Context: an optimization exercise on an open-source flow, tuned for small area, a short achievable clock period and few clock cycles. The choices shown serve that exercise and are no tape-out recipe.
In this exercise RTL edits were held to simulation tests only and were not proved equivalent to the original.
Power figures rest on the tool's default switching activity, not on a simulated workload.

`design/flow/config.mk`:
```
export PLATFORM = sky130hd
export DESIGN_NAME = mp3
export DESIGN_NICKNAME = mp3
export VERILOG_FILES = /design/flow/design.v
export SDC_FILE = /design/flow/constraint.sdc
export NUM_CORES = 4
export LEC_CHECK = 0
export CAP_MARGIN = 20
export CORE_MARGIN = 2
export CORE_UTILIZATION = 40
export SLEW_MARGIN = 20
```
`design/flow/constraint.sdc`:
```
create_clock -name core_clock -period 8.0 [get_ports {clk}]
set_input_delay 1.6000 -clock core_clock [delete_from_list [all_inputs] [get_ports {clk}]]
set_output_delay 1.6000 -clock core_clock [all_outputs]
set_load 0.01 [all_outputs]
```
`design/flow/design.v`:
```
package lc3b_types;
typedef logic [15:0] lc3b_word;
typedef logic  [7:0] lc3b_byte;
typedef logic  [8:0] lc3b_offset9;
typedef logic  [5:0] lc3b_offset6;
typedef logic  [2:0] lc3b_reg;
typedef logic  [2:0] lc3b_nzp;
typedef logic  [1:0] lc3b_mem_wmask;
typedef enum bit [3:0] {
    op_add  = 4'b0001,
    op_and  = 4'b0101,
    op_br   = 4'b0000,
    op_jmp  = 4'b1100,    
    op_jsr  = 4'b0100,    
    op_ldb  = 4'b0010,
    op_ldi  = 4'b1010,
    op_ldr  = 4'b0110,
    op_lea  = 4'b1110,
    op_not  = 4'b1001,
    op_rti  = 4'b1000,
    op_shf  = 4'b1101,
    op_stb  = 4'b0011,
    op_sti  = 4'b1011,
    op_str  = 4'b0111,
    op_trap = 4'b1111
} lc3b_opcode;
typedef enum bit [3:0] {
    alu_add,
    alu_and,
    alu_not,
    alu_pass,
    alu_sll,
    alu_srl,
    alu_sra
} lc3b_aluop;
typedef logic  [30-1:0] ctrl_signal_length;
typedef struct packed
{
	logic load_pc;
	logic load_ir;
	logic load_regfile;
	lc3b_aluop aluop;
	logic gccmux_sel;
	logic mem_read;
	logic mem_write;
	lc3b_mem_wmask mem_byte_enable;
	logic pcmux_sel;
	logic storemux_sel;
	logic alumux_sel;
	logic regfilemux_sel;
	logic load_cc;
	logic pcsr1mux_sel;
	logic imm5mux_sel;
	logic leamux_sel;
	logic offset6mux_sel;
	logic mdr_to_mar;
	logic jsr_sel;
	logic trap_sel;
	logic trapmux_sel;
	logic stb_high_byte_sel;
	logic jsr_direct;
	logic imm4mux_sel;
	logic byte_access;
	logic mem_indirect;
} ctrl_struct;
endpackage : lc3b_types
import lc3b_types::*;
module adj #(parameter width = 8)
(
    input [width-1:0] in,
    output lc3b_types::lc3b_word out
);
assign out = $signed({in, 1'b0});
endmodule
import lc3b_types::*;
module alu
(
    input lc3b_types::lc3b_aluop aluop,
    input lc3b_types::lc3b_word a, b,
    output lc3b_types::lc3b_word f
);
always_comb
begin
    case (aluop)
        alu_add: f = a + b;
        alu_and: f = a & b;
        alu_not: f = ~a;
        alu_pass: f = a;
        alu_sll: f = a << b;
        alu_srl: f = a >> b;
        alu_sra: f = $signed(a) >>> b;
        default: f = a;
    endcase
end
endmodule
import lc3b_types::*;
module br_adder
(
	input [8:0] offset9,
	input lc3b_types::lc3b_word pc,
	output lc3b_types::lc3b_word br_adder_out
);
always_comb 
	begin
		br_adder_out = $signed({offset9, 1'b0});
		br_adder_out +=pc;
	end
endmodule
import lc3b_types::*;
module branch_prediction_unit
(
	input clk, rst, stall, if_taken,
	input [16-1:0] source_pc, target_pc, source_ir, from_source,
	output [16-1:0]  to_target,
	output take_branch
);
logic true_branch;
logic [3:1] line_sel;
always_comb
begin
	true_branch = 0;
	if ((source_ir[15:12]==0) && (source_ir[11:9] != 0))
		true_branch = 1;
	line_sel = source_pc[3:1];
end
logic [16-1:0] array_src_pc, array_tgt_pc, array_from_source;
dp_array #(.width(16)) source_pc_array
(.*, .write(true_branch && (source_pc != array_src_pc) && !stall), 
.index(line_sel), .index_2(from_source[3:1]), .datain(source_pc), .dataout(array_src_pc), .dataout_2(array_from_source));
dp_array #(.width(16)) target_pc_array
(.*, .write(true_branch && (source_pc != array_src_pc) && !stall), 
.index(line_sel), .index_2(from_source[3:1]), .datain(target_pc), .dataout(array_tgt_pc), .dataout_2(to_target));
logic [1:0] array_hist_in, array_hist_out;
always_comb
begin
	array_hist_in = array_hist_out;
	if (source_pc == array_src_pc)
	begin
		if ((if_taken) && (array_hist_out != 2'b11))
			array_hist_in = array_hist_out+1;
		if ((!if_taken) && (array_hist_out != 2'b00))
			array_hist_in = array_hist_out-1;
	end
	if (source_pc != array_src_pc)
		array_hist_in = 2'b10;
end
logic [1:0] prediction;
dp_array #(.width(2)) branch_history
(.*, .write(true_branch && !stall), 
.index(line_sel), .index_2(from_source[3:1]), .datain(array_hist_in), .dataout(array_hist_out), .dataout_2(prediction));
assign take_branch = prediction[1] && (from_source==array_from_source);
endmodule
module cccomp #(parameter width = 3)
(
	input [width-1:0] a, b,
	output logic br_enb
);
always_comb
begin
	if ((a & b) == 0)
	br_enb = 0;
	else
	br_enb = 1;
end
endmodule
import lc3b_types::*;
module cpu
(
    input clk,
    input rst,
    output logic read_a,
    output logic write_a,
    output logic [1:0] wmask_a,
    output logic [15:0] address_a,
    output logic [15:0] wdata_a,
    input resp_a,
    input [15:0] rdata_a,
    output logic read_b,
    output logic write_b,
    output logic [1:0] wmask_b,
    output logic [15:0] address_b,
    output logic [15:0] wdata_b,
    input resp_b,
    input[15:0] rdata_b
);
assign wmask_a = 0;
assign wdata_a = 0;
assign write_a = 0;
logic [1:0] wmask_mux_out;
logic [15:0]
c_rdata_b, trap_mux_out, mem_read_mux_out, mem_write_mux_out, ex_DR_val, 
if_id_ir_out, id_ex_ir_out, ex_mem_ir_out, mem_wb_ir_out, 
if_id_pc_out, id_ex_pc_out, ex_mem_pc_out, mem_wb_pc_out,
jsr_adder_out, jsrmux_out,
sr1_out, sr2_out, regfilemux_out, fwd_data1, fwd_data2, fwd_to_mem_data,
id_ex_sr1_out, id_ex_sr2_out,
ex_mem_sr1_out, ex_mem_sr2_out,
pc_reg_out, pcmux_out, adj6_out, alumux_out, alu_out, br_dest, mem_wb_br_dest_out,
ex_mem_alu_out, mem_wb_mem_out, mem_wb_alu_out;
logic [7:0] ldb_mux_out;
logic [2:0] storemux_out, alu_cc, mem_cc, ex_mem_alu_nzp_out, gccmux_out, destReg_mux_out, cc_out, lea_cc, ex_CC_val;
logic branch_taken, c_resp_b;
logic [2:0] wb_reg_sel_0, wb_reg_sel_1;
logic [16-1:0] wb_reg_out_0, wb_reg_out_1;
lc3b_types::ctrl_struct decoder_out, id_ex_ctrl_out, ex_mem_ctrl_out, mem_wb_ctrl_out;
logic clear_if_id, clear_id_ex, clear_ex_mem, clear_mem_wb,	stall_pc, stall_if_id, stall_id_ex, stall_ex_mem, stall_mem_wb;
stall_unit stall_unit(.if_id_ir(if_id_ir_out), .id_ex_ir(id_ex_ir_out), .ex_mem_ir(ex_mem_ir_out),
.branch_taken(branch_taken),
.ir_read(read_a), .ir_write(write_a),  .ir_resp(resp_a),
.data_read(ex_mem_ctrl_out.mem_read), .data_write(ex_mem_ctrl_out.mem_write), .data_resp(c_resp_b),	
.*);
logic [16-1:0] predict_addr, predict_mux_out;
logic predict_take;
logic mis_predict, cor_predict;
assign mis_predict = (ex_mem_ir_out[15:12]==0) && (ex_mem_ir_out[11:9]!=0) &&  
(((ex_mem_alu_out+2 != id_ex_pc_out) && branch_taken) || ((ex_mem_pc_out+2 != id_ex_pc_out) && !branch_taken));
assign cor_predict = (ex_mem_ir_out[15:12]==0) && (ex_mem_ir_out[11:9]!=0) &&  
(((ex_mem_alu_out+2 == id_ex_pc_out) && branch_taken) || ((ex_mem_pc_out+2 == id_ex_pc_out) && !branch_taken));
decode_mux #(.width(16)) pcmux(.in_0(pc_reg_out+2), .out(pcmux_out),
.sel_1((branch_taken && (ex_mem_ir_out[15:12] == op_br)) || (ex_mem_ir_out[15:12] == op_jmp)), .in_1(ex_mem_alu_out), 
.sel_2(ex_mem_ir_out[15:12]==op_jsr), .in_2(jsrmux_out), 
.sel_3(ex_mem_ir_out[15:12]==op_trap), .in_3(c_rdata_b), 
.sel_4(cor_predict), .in_4(pc_reg_out+2), 
.sel_5(mis_predict &&  branch_taken), .in_5(ex_mem_alu_out), 
.sel_6(mis_predict && !branch_taken), .in_6(ex_mem_pc_out), 
.sel_7(0), .in_7(0));
logic redirect_mem;
assign redirect_mem = (ex_mem_ir_out[15:12] == op_jmp) || (ex_mem_ir_out[15:12] == op_jsr) || (ex_mem_ir_out[15:12] == op_trap);
mux2 #(.width(16)) predict_mux(.sel(predict_take && !mis_predict && !redirect_mem), .a(pcmux_out), .b(predict_addr), .f(predict_mux_out));
register #(.width(16)) pc_reg (.*, .clear(0), .load(!stall_pc), .in(predict_mux_out), .out(pc_reg_out));
assign address_a = pc_reg_out;
assign read_a = 1;
if_id_reg if_id_reg_1 (.*, .clear(clear_if_id || mis_predict), .load(!stall_if_id), .ir_in(rdata_a), .pc_in(pc_reg_out+2), .ir_out(if_id_ir_out), .pc_out(if_id_pc_out));
mux2 #(.width(3)) storemux( .sel(decoder_out.storemux_sel), .a(if_id_ir_out[2:0]), .b(if_id_ir_out[11:9]), .f(storemux_out) );  
regfile regfile(.*, .load(mem_wb_ctrl_out.load_regfile), .dest(destReg_mux_out), .in(regfilemux_out), .src_a(if_id_ir_out[8:6]), .src_b(storemux_out), .reg_a(sr1_out), .reg_b(sr2_out));
opcode_decoder decoder(.IR(if_id_ir_out), .ctrl_signal(decoder_out));
id_ex_reg id_ex_reg(.*, .clear(clear_id_ex || mis_predict), .load(!stall_id_ex), 
.ir_in(if_id_ir_out), .pc_in(if_id_pc_out), .ctrl_in(decoder_out), .reg_a_in(sr1_out), .reg_b_in(sr2_out),
.ir_out(id_ex_ir_out),.pc_out(id_ex_pc_out),.ctrl_out(id_ex_ctrl_out), .reg_a_out(id_ex_sr1_out), .reg_b_out(id_ex_sr2_out));
forwarding_to_ex forwarding_to_ex(.*,
.id_ex_ir(id_ex_ir_out), .Data1_in(id_ex_sr1_out), .Data2_in(id_ex_sr2_out),
.ex_mem_ir(ex_mem_ir_out), .ex_alu_data(ex_mem_alu_out),
.mem_wb_ir(mem_wb_ir_out), .mem_wb_data(regfilemux_out),
.Data1_out(fwd_data1), .Data2_out(fwd_data2));
adj  #(.width(6)) adj6 (.in(id_ex_ir_out[5:0]), .out(adj6_out));
logic [15:0] sext_imm5, sext_imm6;
assign sext_imm5 = $signed(id_ex_ir_out[4:0]);
assign sext_imm6 = $signed(id_ex_ir_out[5:0]);
decode_mux #(.width(16)) alumux ( .sel_1(id_ex_ctrl_out.alumux_sel), .sel_2(id_ex_ctrl_out.imm5mux_sel), .sel_3(id_ex_ctrl_out.imm4mux_sel), .sel_4(id_ex_ctrl_out.byte_access), .sel_5(0), .sel_6(0), .sel_7(0),
				.in_0(fwd_data2), .in_1(adj6_out), .in_2(sext_imm5), .in_3({12'b0,id_ex_ir_out[3:0]}), .in_4(sext_imm6), .in_5(0), .in_6(0), .in_7(0), 
				.out(alumux_out) );
alu ex_alu (.aluop(id_ex_ctrl_out.aluop), .a(fwd_data1), .b(alumux_out), .f(alu_out));
gencc alu_gencc (.in(alu_out), .out(alu_cc));
br_adder br_adder(.offset9(id_ex_ir_out[8:0]), .pc(id_ex_pc_out), .br_adder_out(br_dest));
gencc lea_gencc (.in(br_dest), .out(lea_cc));
mux2 #(.width(16)) dr_val_mux( .sel((id_ex_ir_out[15:12]==op_lea) || (id_ex_ir_out[15:12]==op_br)), .a(alu_out), .b(br_dest), .f(ex_DR_val) );
mux2 #(.width(3)) cc_mux( .sel(id_ex_ir_out[15:12]==op_lea), .a(alu_cc), .b(lea_cc), .f(ex_CC_val) );
ex_mem_reg ex_mem_reg(.*, .clear(clear_ex_mem || mis_predict), .load(!stall_ex_mem),  
.pc_in(id_ex_pc_out), .ir_in(id_ex_ir_out), .reg_a_in(fwd_data1), .reg_b_in(fwd_data2), 
.ctrl_in(id_ex_ctrl_out), .alu_nzp_in(ex_CC_val), .alu_in(ex_DR_val),
.pc_out(ex_mem_pc_out), .ir_out(ex_mem_ir_out), .reg_a_out(ex_mem_sr1_out), .reg_b_out(ex_mem_sr2_out), 
.ctrl_out(ex_mem_ctrl_out), .alu_nzp_out(ex_mem_alu_nzp_out), .alu_out(ex_mem_alu_out) );
mux2 #(.width(16)) trap_mux( .sel(ex_mem_ir_out[15:12]==op_trap), .a(ex_mem_alu_out), .b({7'b0,ex_mem_ir_out[7:0],1'b0}), .f(trap_mux_out) );
forwarding_to_mem forwarding_to_mem(.*, 
.load_regfile(mem_wb_ctrl_out.load_regfile), .mem_wb_reg_data(regfilemux_out), 
.data_in(ex_mem_sr2_out), .ex_mem_ir(ex_mem_ir_out), .mem_wb_ir(mem_wb_ir_out),
.data_out(fwd_to_mem_data));
mux2 #(.width(16)) mem_write_mux( .sel(ex_mem_ctrl_out.byte_access && trap_mux_out[0]), 
                                  .a(fwd_to_mem_data), .b({fwd_to_mem_data[7:0],8'b0}),
	                               .f(mem_write_mux_out) );
decode_mux #(.width(2)) wmask_mux( .sel_1(ex_mem_ctrl_out.byte_access && ~trap_mux_out[0]), .sel_2(ex_mem_ctrl_out.byte_access && trap_mux_out[0]), .sel_3(0), .sel_4(0), .sel_5(0), .sel_6(0), .sel_7(0),
                     .in_0(2'b11), .in_1(2'b01), .in_2(2'b10), .in_3(0), .in_4(0), .in_6(0), .in_7(0),
	                  .out(wmask_mux_out) );
mem_indirect mem_indirect
(.*,  
.stldi(ex_mem_ctrl_out.mem_indirect),              
.c_read_b(ex_mem_ctrl_out.mem_read),               .p_read_b(read_b),
.c_write_b(ex_mem_ctrl_out.mem_write),             .p_write_b(write_b),
.c_wmask_b(wmask_mux_out),                         .p_wmask_b(wmask_b),
.c_address_b(trap_mux_out),                        .p_address_b(address_b),
.c_wdata_b(mem_write_mux_out),                     .p_wdata_b(wdata_b),
.c_resp_b(c_resp_b),                               .p_resp_b(resp_b),
.c_rdata_b(c_rdata_b),                             .p_rdata_b(rdata_b)
);
mux2 #(.width(8)) ldb_mux( .sel(trap_mux_out[0]), .a(c_rdata_b[7:0]), .b(c_rdata_b[15:8]), .f(ldb_mux_out));
mux2 #(.width(16)) mem_read_mux( .sel(ex_mem_ctrl_out.byte_access), .a(c_rdata_b), .b({8'b0,ldb_mux_out}), .f(mem_read_mux_out));
gencc mem_gencc (.in(c_rdata_b), .out(mem_cc));
mux2 #(.width(3)) gccmux ( .sel(ex_mem_ctrl_out.gccmux_sel), .a(ex_mem_alu_nzp_out), .b(mem_cc), .f(gccmux_out) );
register #(.width(3)) cc_reg  (.*, .load(ex_mem_ctrl_out.load_cc), .clear(0), .in(gccmux_out), .out(cc_out));
cccomp cccomp(.a(cc_out), .b(ex_mem_ir_out[11:9]), .br_enb(branch_taken));
jsr_adder jsr_adder (.offset11(ex_mem_ir_out[10:0]), .pc(ex_mem_pc_out), .out(jsr_adder_out));
mux2 #(.width(16)) jsrmux( .sel(ex_mem_ctrl_out.jsr_direct), .a(ex_mem_alu_out), .b(jsr_adder_out), .f(jsrmux_out) );
branch_prediction_unit branch_prediction_unit
(.*, .stall(stall_ex_mem), .if_taken(branch_taken), .from_source(pc_reg_out+2), .to_target(predict_addr), .take_branch(predict_take),
.source_pc(ex_mem_pc_out), .source_ir(ex_mem_ir_out), .target_pc(ex_mem_alu_out));
mem_wb_reg mem_wb_reg(.*,  .clear(clear_mem_wb), .load(!stall_mem_wb),
.pc_in(ex_mem_pc_out), .ir_in(ex_mem_ir_out), .mem_in(mem_read_mux_out), .alu_in(ex_mem_alu_out), .ctrl_in(ex_mem_ctrl_out),
.pc_out(mem_wb_pc_out), .ir_out(mem_wb_ir_out), .mem_out(mem_wb_mem_out), .alu_out(mem_wb_alu_out), .ctrl_out(mem_wb_ctrl_out)
);
decode_mux #(.width(16)) regfilemux( .sel_1(mem_wb_ctrl_out.regfilemux_sel), .sel_2((mem_wb_ir_out[15:12] == op_trap)||(mem_wb_ir_out[15:12] == op_jsr)), .sel_3(0), .sel_4(0), .sel_5(0), .sel_6(0), .sel_7(0),
              .in_0(mem_wb_alu_out), .in_1(mem_wb_mem_out), .in_2(mem_wb_pc_out), .in_3(0), .in_4(0), .in_5(0), .in_6(0), .in_7(0), 
				  .out(regfilemux_out));
mux2 #(.width(3)) destReg_mux( .sel((mem_wb_ir_out[15:12] == op_trap)||(mem_wb_ir_out[15:12] == op_jsr)), .a(mem_wb_ir_out[11:9]), .b(7), .f(destReg_mux_out) );
wb_retain wb_retain(.*, .clear(0), .load(!stall_mem_wb && mem_wb_ctrl_out.load_regfile), .reg_sel(destReg_mux_out), .reg_in(regfilemux_out),
.reg_sel_0(wb_reg_sel_0), .reg_sel_1(wb_reg_sel_1),
.reg_out_0(wb_reg_out_0), .reg_out_1(wb_reg_out_1));
endmodule
module decode_mux #(parameter width = 16)
(
	input sel_1, sel_2, sel_3, sel_4, sel_5, sel_6, sel_7,
	input [width-1:0] in_0, in_1, in_2, in_3, in_4, in_5, in_6, in_7,
	output logic [width-1:0] out
);
always_comb
begin
	out = in_0;
	if (sel_1)
	out = in_1;
	if (sel_2)
	out = in_2;
	if (sel_3)
	out = in_3;
	if (sel_4)
	out = in_4;
	if (sel_5)
	out = in_5;
	if (sel_6)
	out = in_6;
	if (sel_7)
	out = in_7;
end
endmodule
import lc3b_types::*;
module dp_array #(parameter width = 128)
(
    input clk,
    input rst,
    input write,
    input [2:0] index, index_2,
    input [width-1:0] datain,
    output logic [width-1:0] dataout, dataout_2
);
logic [width-1:0] data [7:0];
always_ff @(posedge clk)
begin
    if (rst)
    begin
        for (int i = 0; i < 8; i++)
            data[i] <= 1'b0;
    end
    else if (write == 1)
    begin
        data[index] <= datain;
    end
end
assign dataout = data[index];
assign dataout_2 = data[index_2];
endmodule
import lc3b_types::*;
module ex_mem_reg
(
    input clk,
    input rst,
    input load,
	 input clear,
	 input lc3b_types::ctrl_struct ctrl_in,
	 input [2:0] alu_nzp_in,
    input [16-1:0] pc_in, ir_in, reg_a_in, reg_b_in, alu_in,
    output logic [2:0] alu_nzp_out,
	 output logic [16-1:0] pc_out, ir_out, reg_a_out, reg_b_out, alu_out,
	 output lc3b_types::ctrl_struct ctrl_out
);
register #(.width(16)) ir (.*, .in(ir_in), .out(ir_out));
register #(.width(16)) pc (.*, .in(pc_in), .out(pc_out));
register #(.width(16)) reg_a (.*, .in(reg_a_in), .out(reg_a_out));
register #(.width(16)) reg_b (.*, .in(reg_b_in), .out(reg_b_out));
register #(.width(3)) alu_nzp(.*, .in(alu_nzp_in), .out(alu_nzp_out));
register #(.width(30)) ctrl (.*, .in(ctrl_in), .out(ctrl_out));
register #(.width(16)) alu_reg (.*, .in(alu_in), .out(alu_out));
lc3b_types::lc3b_opcode operation;
assign operation = lc3b_types::lc3b_opcode'(ir_out[15:12]);
endmodule
import lc3b_types::*;
module forwarding_to_ex
(
	input [2:0] wb_reg_sel_0, wb_reg_sel_1,
	input [16-1:0] wb_reg_out_0, wb_reg_out_1,
	input lc3b_types::lc3b_word id_ex_ir,
	input lc3b_types::lc3b_word Data1_in, Data2_in,
	input lc3b_types::lc3b_word ex_mem_ir,
	input lc3b_types::lc3b_word ex_alu_data,
	input lc3b_types::lc3b_word mem_wb_ir,
	input lc3b_types::lc3b_word mem_wb_data,
	output lc3b_types::lc3b_word Data1_out, Data2_out
);
logic [2:0] Reg1_sel, Reg2_sel;
logic [3:0] fwd_num;
always_comb
begin
	Reg1_sel = id_ex_ir[8:6];
	Reg2_sel = id_ex_ir[2:0];
	if ((id_ex_ir[15:12] == op_stb) || (id_ex_ir[15:12] == op_sti) || (id_ex_ir[15:12] == op_str))
		Reg2_sel = id_ex_ir[11:9];
end
always_comb
begin
	Data1_out = Data1_in;
	Data2_out = Data2_in;
	fwd_num = 0;
	if(wb_reg_sel_1 == Reg1_sel)
		Data1_out = wb_reg_out_1;
	if(wb_reg_sel_1 == Reg2_sel)
		Data2_out = wb_reg_out_1;
	if ((wb_reg_sel_1 == Reg1_sel) || (wb_reg_sel_1 == Reg2_sel))
		fwd_num = 4;
	if(wb_reg_sel_0 == Reg1_sel)
		Data1_out = wb_reg_out_0;
	if(wb_reg_sel_0 == Reg2_sel)
		Data2_out = wb_reg_out_0;
	if ((wb_reg_sel_0 == Reg1_sel) || (wb_reg_sel_0 == Reg2_sel))
		fwd_num = 3;
	if ((mem_wb_ir[15:12] == op_add) ||
		(mem_wb_ir[15:12] == op_and) ||
		(mem_wb_ir[15:12] == op_ldb) ||
		(mem_wb_ir[15:12] == op_ldi) ||
		(mem_wb_ir[15:12] == op_ldr) ||
		(mem_wb_ir[15:12] == op_lea) ||
		(mem_wb_ir[15:12] == op_not) ||
		(mem_wb_ir[15:12] == op_shf))
	begin
		if (mem_wb_ir[11:9] == Reg1_sel)
			Data1_out = mem_wb_data;
		if (mem_wb_ir[11:9] == Reg2_sel)
			Data2_out = mem_wb_data;
		if ((mem_wb_ir[11:9] == Reg1_sel) || (mem_wb_ir[11:9] == Reg2_sel))
			fwd_num = 2;
	end
	if ((ex_mem_ir[15:12] == op_add) ||
		(ex_mem_ir[15:12] == op_and) ||
		(ex_mem_ir[15:12] == op_lea) ||
		(ex_mem_ir[15:12] == op_not) ||
		(ex_mem_ir[15:12] == op_shf))
	begin
		if (ex_mem_ir[11:9] == Reg1_sel)
			Data1_out = ex_alu_data;
		if (ex_mem_ir[11:9] == Reg2_sel)
			Data2_out = ex_alu_data;
		if ((ex_mem_ir[11:9] == Reg1_sel) || (ex_mem_ir[11:9] == Reg2_sel))
			fwd_num = 1;
	end
end
endmodule
import lc3b_types::*;
module forwarding_to_mem
(
	input load_regfile,
	input [16-1:0] data_in, mem_wb_reg_data, ex_mem_ir, mem_wb_ir,	
	input [2:0] wb_reg_sel_0, wb_reg_sel_1,
	input [16-1:0] wb_reg_out_0, wb_reg_out_1,
	output logic [16-1:0] data_out
);
logic [1:0] fwd_num;
always_comb
begin
	data_out = data_in;
	fwd_num = 0;
	if (ex_mem_ir[11:9]==wb_reg_sel_1)
	begin
		data_out = wb_reg_out_1;
		fwd_num = 3;
	end
	if (ex_mem_ir[11:9]==wb_reg_sel_0)
	begin
		data_out = wb_reg_out_0;
		fwd_num = 2;
	end
	if ((ex_mem_ir[11:9]==mem_wb_ir[11:9]) && load_regfile)
	begin
		data_out = mem_wb_reg_data;
		fwd_num = 1;
	end
end
endmodule
import lc3b_types::*;
module gencc
(
    input lc3b_types::lc3b_word in,
    output lc3b_types::lc3b_nzp out
);
always_comb
begin
    if (in[15] == 1'b1)
        out = 3'b100;
    else if (|in)
        out = 3'b001;
    else
        out = 3'b010;
end
endmodule
import lc3b_types::*;
module id_ex_reg
(
    input clk,
    input rst,
    input load,
	 input clear,
	 input lc3b_types::ctrl_struct ctrl_in,
    input [16-1:0] pc_in, ir_in, reg_a_in, reg_b_in,
    output logic [16-1:0] pc_out, ir_out, reg_a_out, reg_b_out,
	 output lc3b_types::ctrl_struct ctrl_out
);
register #(.width(16)) ir (.*, .in(ir_in), .out(ir_out));
register #(.width(16)) pc (.*, .in(pc_in), .out(pc_out));
register #(.width(16)) reg_a (.*, .in(reg_a_in), .out(reg_a_out));
register #(.width(16)) reg_b (.*, .in(reg_b_in), .out(reg_b_out));
register #(.width(30)) ctrl (.*, .in(ctrl_in), .out(ctrl_out));
lc3b_types::lc3b_opcode operation;
assign operation = lc3b_types::lc3b_opcode'(ir_out[15:12]);
endmodule
import lc3b_types::*;
module if_id_reg
(
    input clk,
    input rst,
    input load,
	 input clear,
    input [16-1:0] pc_in, ir_in,
    output logic [16-1:0] pc_out, ir_out
);
register #(.width(16)) ir (.*, .in(ir_in), .out(ir_out));
register #(.width(16)) pc (.*, .in(pc_in), .out(pc_out));
lc3b_types::lc3b_opcode operation;
assign operation = lc3b_types::lc3b_opcode'(ir_out[15:12]);
endmodule
import lc3b_types::*;
module jsr_adder
(
	input [10:0] offset11,
	input lc3b_types::lc3b_word pc,
	output lc3b_types::lc3b_word out
);
always_comb 
	begin
		out = $signed({offset11, 1'b0});
		out +=pc;
	end
endmodule
import lc3b_types::*;
module mem_indirect
(
    input clk,
    input rst,
	 input stldi,
    input c_read_b,
    input c_write_b,
    input [1:0] c_wmask_b,
    input [15:0] c_address_b,
    input [15:0] c_wdata_b,
    output logic c_resp_b,
    output logic [15:0] c_rdata_b,
    output logic p_read_b,
    output logic p_write_b,
    output logic [1:0] p_wmask_b,
    output logic [15:0] p_address_b,
    output logic [15:0] p_wdata_b,
    input p_resp_b,
    input[15:0] p_rdata_b
);
logic indir_state;
logic [15:0] indir_addr;
always_comb
begin
	p_read_b = c_read_b;
	p_write_b = c_write_b;
	p_wmask_b = c_wmask_b;
	p_address_b = c_address_b;
	p_wdata_b = c_wdata_b;
	c_resp_b = p_resp_b;
	c_rdata_b = p_rdata_b;
	if (stldi && ~indir_state)
	begin
		p_read_b = 1;
		p_write_b = 0;
		c_resp_b = 0;
	end
	if (stldi && indir_state)
	begin
		p_address_b = indir_addr;
	end
end
always_ff @(posedge clk)
begin
	if (p_resp_b && stldi && ~indir_state)
		indir_addr <= p_rdata_b;
end
always_ff @(posedge clk)
begin
	if (rst)
		indir_state <= 0;
	else
	if (~indir_state && p_resp_b && stldi)
		indir_state <= 1;
	else	
	if ( indir_state && p_resp_b)
		indir_state <= 0;
end
endmodule
import lc3b_types::*;
module mem_wb_reg
(
    input clk,
    input rst,
    input load,
	 input clear,
	 input lc3b_types::ctrl_struct ctrl_in,
    input [16-1:0] pc_in, ir_in, mem_in, alu_in,
	 output logic [16-1:0] pc_out, ir_out, mem_out, alu_out,
	 output lc3b_types::ctrl_struct ctrl_out
);
register #(.width(16)) ir (.*, .in(ir_in), .out(ir_out));
register #(.width(16)) pc (.*, .in(pc_in), .out(pc_out));
register #(.width(30)) ctrl (.*, .in(ctrl_in), .out(ctrl_out));
register #(.width(16)) mem_reg (.*, .in(mem_in), .out(mem_out));
register #(.width(16)) alu_reg (.*, .in(alu_in), .out(alu_out));
lc3b_types::lc3b_opcode operation;
assign operation = lc3b_types::lc3b_opcode'(ir_out[15:12]);
endmodule
import lc3b_types::*;
module mp3
(
    input clk,
    input rst,
    output logic read_a,
    output logic write_a,
    output logic [1:0] wmask_a,
    output logic [15:0] address_a,
    output logic [15:0] wdata_a,
    input resp_a,
    input [15:0] rdata_a,
    output logic read_b,
    output logic write_b,
    output logic [1:0] wmask_b,
    output logic [15:0] address_b,
    output logic [15:0] wdata_b,
    input resp_b,
    input[15:0] rdata_b
);
cpu cpu(.*);
endmodule
module mux2 #(parameter width = 16)
(
	input sel,
	input [width-1:0] a, b,
	output logic [width-1:0] f
);
always_comb
begin
	if (sel == 0)
	f = a;
	else
	f = b;
end
endmodule
import lc3b_types::*;
module opcode_decoder
(
	input [15:0] IR,
	output lc3b_types::ctrl_struct ctrl_signal
);
logic [3:0] opcode;
assign opcode = IR[15:12];
always_comb
begin
	ctrl_signal.load_pc = 0;
	ctrl_signal.load_ir = 0;
	ctrl_signal.load_regfile = 0;
	ctrl_signal.aluop = alu_add;
	ctrl_signal.mem_read = 0;
	ctrl_signal.mem_write = 0;
	ctrl_signal.mem_byte_enable = 0;
	ctrl_signal.storemux_sel = 0;
	ctrl_signal.alumux_sel = 0;
	ctrl_signal.regfilemux_sel = 0;
	ctrl_signal.load_cc = 0;
	ctrl_signal.pcsr1mux_sel = 0;
	ctrl_signal.imm5mux_sel = 0;
	ctrl_signal.leamux_sel = 0;
	ctrl_signal.offset6mux_sel = 0;
	ctrl_signal.mdr_to_mar = 0;
	ctrl_signal.jsr_sel = 0;
	ctrl_signal.trap_sel = 0;
	ctrl_signal.trapmux_sel = 0;
	ctrl_signal.stb_high_byte_sel = 0;
	ctrl_signal.gccmux_sel = 0;
	ctrl_signal.jsr_direct = 0;
	ctrl_signal.imm4mux_sel = 0;
	ctrl_signal.byte_access = 0;
	ctrl_signal.pcmux_sel = 0;
	ctrl_signal.mem_indirect = 0;
	case (opcode)
		op_add:
		begin
			ctrl_signal.aluop = alu_add;
			ctrl_signal.load_regfile = 1;
			ctrl_signal.regfilemux_sel = 0;
			ctrl_signal.load_cc = 1;
			if(IR[5])
				ctrl_signal.imm5mux_sel = 1;
		end
		op_and:
		begin
			ctrl_signal.aluop = alu_and;
			ctrl_signal.load_regfile = 1;
			ctrl_signal.load_cc = 1;
			if(IR[5])
				ctrl_signal.imm5mux_sel = 1;
		end
		op_br:
		begin
			ctrl_signal.load_pc = 1;
		end
		op_jmp:               
		begin
			ctrl_signal.aluop = alu_pass;
			ctrl_signal.load_pc = 1;
		end
		op_jsr:               
		begin
			ctrl_signal.aluop = alu_pass;
			ctrl_signal.load_regfile = 1;
			if (IR[11])
					ctrl_signal.jsr_direct = 1;
		end
		op_ldb:
		begin
			ctrl_signal.alumux_sel = 1;
			ctrl_signal.aluop = alu_add;   
			ctrl_signal.mem_read = 1;
			ctrl_signal.regfilemux_sel = 1;
			ctrl_signal.load_regfile = 1;
			ctrl_signal.gccmux_sel = 1;
			ctrl_signal.load_cc = 1;
			ctrl_signal.byte_access = 1;
		end
		op_ldi:
		begin
			ctrl_signal.alumux_sel = 1;
			ctrl_signal.aluop = alu_add;   
			ctrl_signal.mem_read = 1;
			ctrl_signal.regfilemux_sel = 1;
			ctrl_signal.load_regfile = 1;
			ctrl_signal.gccmux_sel = 1;
			ctrl_signal.load_cc = 1;
			ctrl_signal.mem_indirect = 1;
		end
		op_ldr:
		begin
			ctrl_signal.alumux_sel = 1;
			ctrl_signal.aluop = alu_add;   
			ctrl_signal.mem_read = 1;
			ctrl_signal.regfilemux_sel = 1;
			ctrl_signal.load_regfile = 1;
			ctrl_signal.gccmux_sel = 1;
			ctrl_signal.load_cc = 1;
		end
		op_lea:
		begin
			ctrl_signal.load_regfile = 1;
			ctrl_signal.load_cc = 1;
		end
		op_not:
		begin
			ctrl_signal.aluop = alu_not;
			ctrl_signal.load_regfile = 1;
			ctrl_signal.load_cc = 1;
		end
		op_rti:
		begin
		end
		op_shf:
		begin
			ctrl_signal.imm4mux_sel = 1;
			if (IR[4] == 0)
				ctrl_signal.aluop = alu_sll;
			if (IR[4] && !IR[5])
				ctrl_signal.aluop = alu_srl;
			if (IR[4] && IR[5])
				ctrl_signal.aluop = alu_sra;
			ctrl_signal.load_regfile = 1;
			ctrl_signal.load_cc = 1;
		end
		op_stb:
		begin
			ctrl_signal.alumux_sel = 1;
			ctrl_signal.aluop = alu_add;   
			ctrl_signal.storemux_sel = 1;
			ctrl_signal.mem_write = 1;
			ctrl_signal.byte_access = 1;			
		end
		op_sti:
		begin
			ctrl_signal.alumux_sel = 1;
			ctrl_signal.aluop = alu_add;   
			ctrl_signal.storemux_sel = 1;
			ctrl_signal.mem_write = 1;
			ctrl_signal.mem_indirect = 1;
		end
		op_str:
		begin
			ctrl_signal.alumux_sel = 1;
			ctrl_signal.aluop = alu_add;   
			ctrl_signal.storemux_sel = 1;
			ctrl_signal.mem_write = 1;
		end
		op_trap:
		begin
			ctrl_signal.mem_read = 1;
			ctrl_signal.load_regfile = 1;
		end
	endcase
end
endmodule
import lc3b_types::*;
module regfile
(
    input clk,
    input rst,
    input load,
    input lc3b_types::lc3b_word in,
    input lc3b_types::lc3b_reg src_a, src_b, dest,
    output lc3b_types::lc3b_word reg_a, reg_b
);
lc3b_types::lc3b_word data [7:0]  ;
always_ff @(posedge clk)
begin
    if (rst)
    begin
        for (int i = 0; i < 8; i++)
            data[i] <= 16'b0;
    end
    else if (load == 1)
    begin
        data[dest] <= in;
    end
end
always_comb
begin
    reg_a = data[src_a];
    reg_b = data[src_b];
end
endmodule
module register #(parameter width = 16)
(
    input clk,
    input rst,
    input load,
	 input clear,
    input [width-1:0] in,
    output logic [width-1:0] out
);
logic [width-1:0] data;
always_ff @(posedge clk)
begin
	if (load)
	begin
		data <= in;
	end
	if (clear || rst)
	begin
		data <= 0;
	end
end
always_comb
begin
	out = data;
end
endmodule
import lc3b_types::*;
module stall_unit
(
	input lc3b_types::lc3b_word if_id_ir, id_ex_ir, ex_mem_ir,
	input branch_taken,
	input ir_read,  ir_write,  ir_resp,
	input data_read, data_write, data_resp,
	output logic clear_if_id, clear_id_ex, clear_ex_mem, clear_mem_wb,
	output logic stall_pc, stall_if_id, stall_id_ex, stall_ex_mem, stall_mem_wb
);
logic [3:0] stall_num;
always_comb
begin
	stall_num = 0;
	if ((ir_read || ir_write) && !ir_resp)
		stall_num = 1;
	if ((if_id_ir[15:12]==op_jmp) || (id_ex_ir[15:12]==op_jmp) || (ex_mem_ir[15:12]==op_jmp))
		stall_num = 11;
	if ((if_id_ir[15:12]==op_trap) || (id_ex_ir[15:12]==op_trap) || (ex_mem_ir[15:12]==op_trap))
		stall_num = 11;
	if ((if_id_ir[15:12]==op_jsr) || (id_ex_ir[15:12]==op_jsr) || (ex_mem_ir[15:12]==op_jsr))
		stall_num = 11;
	if ((ir_read || ir_write) && !ir_resp)
		stall_num = 11;
	if (((ex_mem_ir[15:12] == op_ldb) || (ex_mem_ir[15:12] == op_ldi) || (ex_mem_ir[15:12] == op_ldr)) &&
	(id_ex_ir[15:12] != op_br) && !(id_ex_ir[11] && (id_ex_ir[15:12] == op_jsr)) && (id_ex_ir[15:12] != op_lea) && (id_ex_ir[15:12] != op_rti) && (id_ex_ir[15:12] != op_trap) &&
	((ex_mem_ir[11:9] == id_ex_ir[8:6]) ||	((ex_mem_ir[11:9] == id_ex_ir[2:0]) && !id_ex_ir[5] && ((id_ex_ir[15:12] == op_add) || (id_ex_ir[15:12] == op_and)))))
		stall_num = 3;
	if ((data_read || data_write) && !data_resp)
		stall_num = 4;
	if (((ir_read || ir_write) && !ir_resp) || ((data_read || data_write) && !data_resp))
		stall_num = 5;
end
always_comb
begin
	stall_pc = 0;
	stall_if_id = 0;	clear_if_id = 0;
	stall_id_ex = 0;	clear_id_ex = 0;	
	stall_ex_mem = 0;	clear_ex_mem = 0;
	stall_mem_wb = 0;	clear_mem_wb = 0;
	case (stall_num)
		1:  
		begin
			stall_pc = 1;
			clear_if_id = 1;
		end
		11:  
		begin
			clear_if_id = 1;
		end
		2:  
		begin
			stall_pc = 1;
			stall_if_id = 1;
			clear_id_ex = 1;
		end
		3:  
		begin
			stall_pc = 1;
			stall_if_id = 1;
			stall_id_ex = 1;
			clear_ex_mem = 1;
		end
		4:  
		begin
			stall_pc = 1;
			stall_if_id = 1;
			stall_id_ex = 1;
			stall_ex_mem = 1;
			clear_mem_wb = 1;
		end
		5:  
		begin
			stall_pc = 1;
			stall_if_id = 1;
			stall_id_ex = 1;
			stall_ex_mem = 1;
			stall_mem_wb = 1;
		end
		default: ;
	endcase
end
endmodule
import lc3b_types::*;
module wb_retain
(
    input clk,
    input rst,
    input load,
	 input clear,
    input [2:0] reg_sel,
	 output logic [2:0] reg_sel_0, reg_sel_1,
	 input [16-1:0] reg_in,
	 output logic [16-1:0] reg_out_0, reg_out_1
);
register #(.width( 3)) wb_sel_0 (.*, .in(reg_sel  ), .out(reg_sel_0));
register #(.width( 3)) wb_sel_1 (.*, .in(reg_sel_0), .out(reg_sel_1));
register #(.width(16)) wb_out_0 (.*, .in(reg_in   ), .out(reg_out_0));
register #(.width(16)) wb_out_1 (.*, .in(reg_out_0), .out(reg_out_1));
endmodule
```
`design/flow/run.sh`:
```
#!/bin/bash
# synth_recipe.tcl (not shown) runs the flow's synth.tcl, then flattens the netlist and writes it again
# the make line also repeats each setting of config.mk as NAME=value (left out here)
make -C /OpenROAD-flow-scripts/flow DESIGN_CONFIG=/design/flow/config.mk WORK_HOME=/design/flow/orfs CLKGATE_MAP_FILE= SYNTH_SCRIPT=/design/flow/synth_recipe.tcl finish
```
==> out/metrics.csv <==
metric,value,unit
status,timing/DRC/antenna clean,
p_leak,16.51,nW
crit_fanout,10,
worst_slack,826.8,ps
yosysUniqueCellTypes,100,
grt_usage,28.59,%
final_nets,4426,
drive_gt1_share,12.24,%
grt_pass1_vias,33440,
grt_overflow,0,
fin_crit,7173,ps
totalWireLength,156300,um
initial_core_util,40.17,%
numCtsBuffers,80,
via_per_inst,6.064,
post_cts_resized,0,
grt_max_degree,133,
use_met2,46.18,%
required,8620,ps
postCtsSetupBuffers,0,
crit_type,reg2reg,
async_flop_share,0,%
core.rowCount,119,
clkTransAtPathRegs,60,ps
hold_buffers,0,
tns,0,ps
worstPathArrival,7790,ps
setup_viol,0,
coreArea,105000,sq um
ys_seq_area_share,44.01,%
drv_slew,0,
cts_tree,built,
die-area,108000,sq um
synth-edff-count,416,
synth_cells,4399,
place.gp.congestion,0.9629,
clockRootBuffer,clkbuf_16,
yosys_warnings,57,
via_count,35150,
antenna_found_initial,0,
n_antenna_cell,0,
period_share,89.67,%
clock_latency,690,ps
end_kind,register,
floorplan.die.height,328.7,um
cp_slowest_cell,a221oi_2,
worst_path_largest_cell_delay,630,ps
grtUsageMet3,3.938,%
clockBufferDepth,3,
crit_family,compound AO/OA/AOI/OAI gates,
synth-seq-cells,719,
drc_errors,0,
cp_common_cell,a21oi_1,
drv_cap,0,
p_per_area,197.3,nW/um^2
wl_per_cell,26.97,um
busiest_layer,met2,
final_hold_viol_count,0,
rsz0062_at_grt,false,
pre_cts_ws,965.6,ps
h-tree-depth,3,
slew_headroom,25.96,%
cp-start-kind,register,
ant_nets,0,
fp.dieW,328.7,um
place.port_buffers,87,
hold_path.class,reg2reg,
syn-cell-area,42170,sq um
grt_pass1_wl,229000,um
syn_area_per_cell,9.586,sq um
worstMarginPinSlew,1099,ps
hpwl,107600,um
crit_buf_inv,1,
clock.fmax,139.4,MHz
cts.sinks,719,
drt-initial-drc-count,4436,
ir_drop,0.0001819,V
ys.flop_type,edfxtp_1,
fin_hold_ws,425.7,ps
dr.pass1.iters,6,
use_met1,38.36,%
clock_skew,46.17,ps
ios,108,
area_delta_synth_final,11.66,%
-- layout by cell type, fill, tap and decap left out, types with 79 or more instances in the layout --
cell | Yosys | final
edfxtp_1 | 416 | 416
nor3_1 | 86 | 84
mux4_2 | 159 | 159
mux2i_1 | 186 | 183
and2_1 | 232 | 233
nand3_1 | 79 | 79
clkbuf_16 | 0 | 82
nor2_1 | 469 | 459
o21ai_0 | 170 | 167
a21oi_1 | 322 | 319
nand2_1 | 599 | 599
dfxtp_1 | 303 | 299
clkdlybuf4s50_1 | 0 | 86
buf_4 | 23 | 138
a211oi_1 | 99 | 99
xnor2_1 | 99 | 99
-- where the power goes --
| part | internal [mW] | total (mW) | switching, mW |
|---|---|---|---|
| clock | 2.10 | 3.73 | 1.62 |
| combinational | 0.508 | 1.42 | 0.911 |
| sequential | 4.03 | 4.15 | 0.116 |
-- worst register-to-register path: cells and delay by family, from the launching register on --
family | cells | cell delay (ps)
adders and majority gates | 2 | 650
xor gates and xnor gates | 1 | 110
DFF | 1 | 560
AOI/OAI and AO/OA | 18 | 4550
and+or+nand+nor | 3 | 1170
buffers and inverters | 1 | 60
-- kinds of logic after synthesis --
logic type | synth area share [%]
other | 0.01781
buffers and inverters | 4.644
xor gates and xnor gates | 3.240
and+or+nand+nor | 18.61
AOI/OAI and AO/OA | 14.17
muxes | 13.71
adders and majority gates | 1.596
DFF | 44.01
-- routing by layer --
| metal | wire, um | up-vias |
|---|---|---|
| met4 | 7119 | 0 |
| li1 | - | 15750 |
| met1 | 64220 | 17340 |
| met2 | 72470 | 1728 |
| met5 | 0 | - |
| met3 | 12510 | 329 |
-- flip-flops by register name (all words and copies together), names as in the netlist, 16 cells and up, named ones only --
| register | count |
|---|---|
| cpu.ex_mem_reg.pc.data | 16 |
| cpu.ex_mem_reg.ir.data | 16 |
| cpu.id_ex_reg.reg_a.data | 16 |
| cpu.regfile.data | 128 |
| cpu.mem_wb_reg.mem_reg.data | 16 |
| cpu.branch_prediction_unit.branch_history.data | 16 |
| cpu.branch_prediction_unit.target_pc_array.data | 128 |
| cpu.wb_retain.wb_out_0.data | 16 |
| cpu.id_ex_reg.ir.data | 16 |
| cpu.mem_wb_reg.alu_reg.data | 16 |
| cpu.mem_indirect.indir_addr | 16 |
| cpu.if_id_reg_1.ir.data | 16 |
| cpu.ex_mem_reg.alu_reg.data | 16 |
| cpu.branch_prediction_unit.source_pc_array.data | 128 |
| cpu.wb_retain.wb_out_1.data | 16 |
| cpu.ex_mem_reg.reg_b.data | 16 |
| cpu.if_id_reg_1.pc.data | 16 |
| cpu.id_ex_reg.pc.data | 16 |
| cpu.mem_wb_reg.pc.data | 16 |
| cpu.id_ex_reg.reg_b.data | 16 |
| cpu.pc_reg.data | 16 |
-- final cells by class --
type / instances / area [sq um]
fillers: 10050 / 57890
multi-input cells: 3227 / 21920
flip-flops and latches: 719 / 18570
clock buffers: 118 / 2241
repair buffers: 226 / 1937
well taps: 1391 / 1740
clock inverters: 31 / 361.6
inverters: 84 / 315.3
-- synthesized netlist by cell type (57+ instances only) --
master / n / share of area (%)
a211oi_1: 99 / 1.8
a21oi_1: 322 / 3.8
and2_1: 232 / 3.4
clkbuf_1: 303 / 2.7
dfxtp_1: 303 / 14
edfxtp_1: 416 / 30
inv_1: 77 / 0.69
mux2i_1: 186 / 4.4
mux4_2: 159 / 8.5
nand2_1: 599 / 5.3
nand3_1: 79 / 0.94
nor2_1: 469 / 4.2
nor3_1: 86 / 1.0
o21ai_0: 170 / 2.0
xnor2_1: 99 / 2.1
xor2_1: 57 / 1.2
-- metrics by stage --
step	utilization [%]	cells	power [mW]	area, sq um
finish	44.85	5796	9.290	47080
global route	44.85	5796	9.554	47080
CTS	44.82	5795	9.290	47050
detailed placement	42.34	5646	5.605	44450
global placement	42.34	5646	5.605	44440
floorplan	-	4429	5.080	42280
-- final timing paths --
kind | start | to | slack (ps) | cells after the start
max | cpu.id_ex_reg.ir.data[12]$_SDFFE_PP0N_ | cpu.ex_mem_reg.alu_nzp.data[1]$_SDFFE_PP0N_ | 830 | 25
min | cpu.id_ex_reg.ctrl.data[22]$_SDFFE_PP0N_ | cpu.ex_mem_reg.ctrl.data[22]$_SDFFE_PP0N_ | 430 | 2
max reg2reg | cpu.id_ex_reg.ir.data[12]$_SDFFE_PP0N_ | cpu.ex_mem_reg.alu_nzp.data[1]$_SDFFE_PP0N_ | 830 | 25
min reg2reg | cpu.id_ex_reg.ctrl.data[22]$_SDFFE_PP0N_ | cpu.ex_mem_reg.ctrl.data[22]$_SDFFE_PP0N_ | 430 | 2
Testbench counts, summed over its fixed seeds: cycles 163,753.

## separate check: timing with driven ports
The flow's constraints put no driver on any port. The routed layout listed below was extracted and timed again, unchanged, in two steps.
Step 1 assumes that a clkbuf_16 drives the clock port and a buf_2 every other input.
Step 2 moves the port delays by t, midway between the first and last clock arrival at a register: inputs arrive t later, outputs are due t later. That takes back most of the time a late clock gives input paths.
Three values: ideal ports, drivers, drivers and shift; two values: the first two.
shift t [ns]: 0.742
setup slack, ns: 0.827 / 0.827 / 0.827
hold slack, ns: 0.426 / 0.426 / 0.426
worst setup path after step 2: register to register
After both steps setup and hold are still met in this run. The setup slack of this run moves by 0.000 ns with the drivers and by 0.000 ns with both steps.
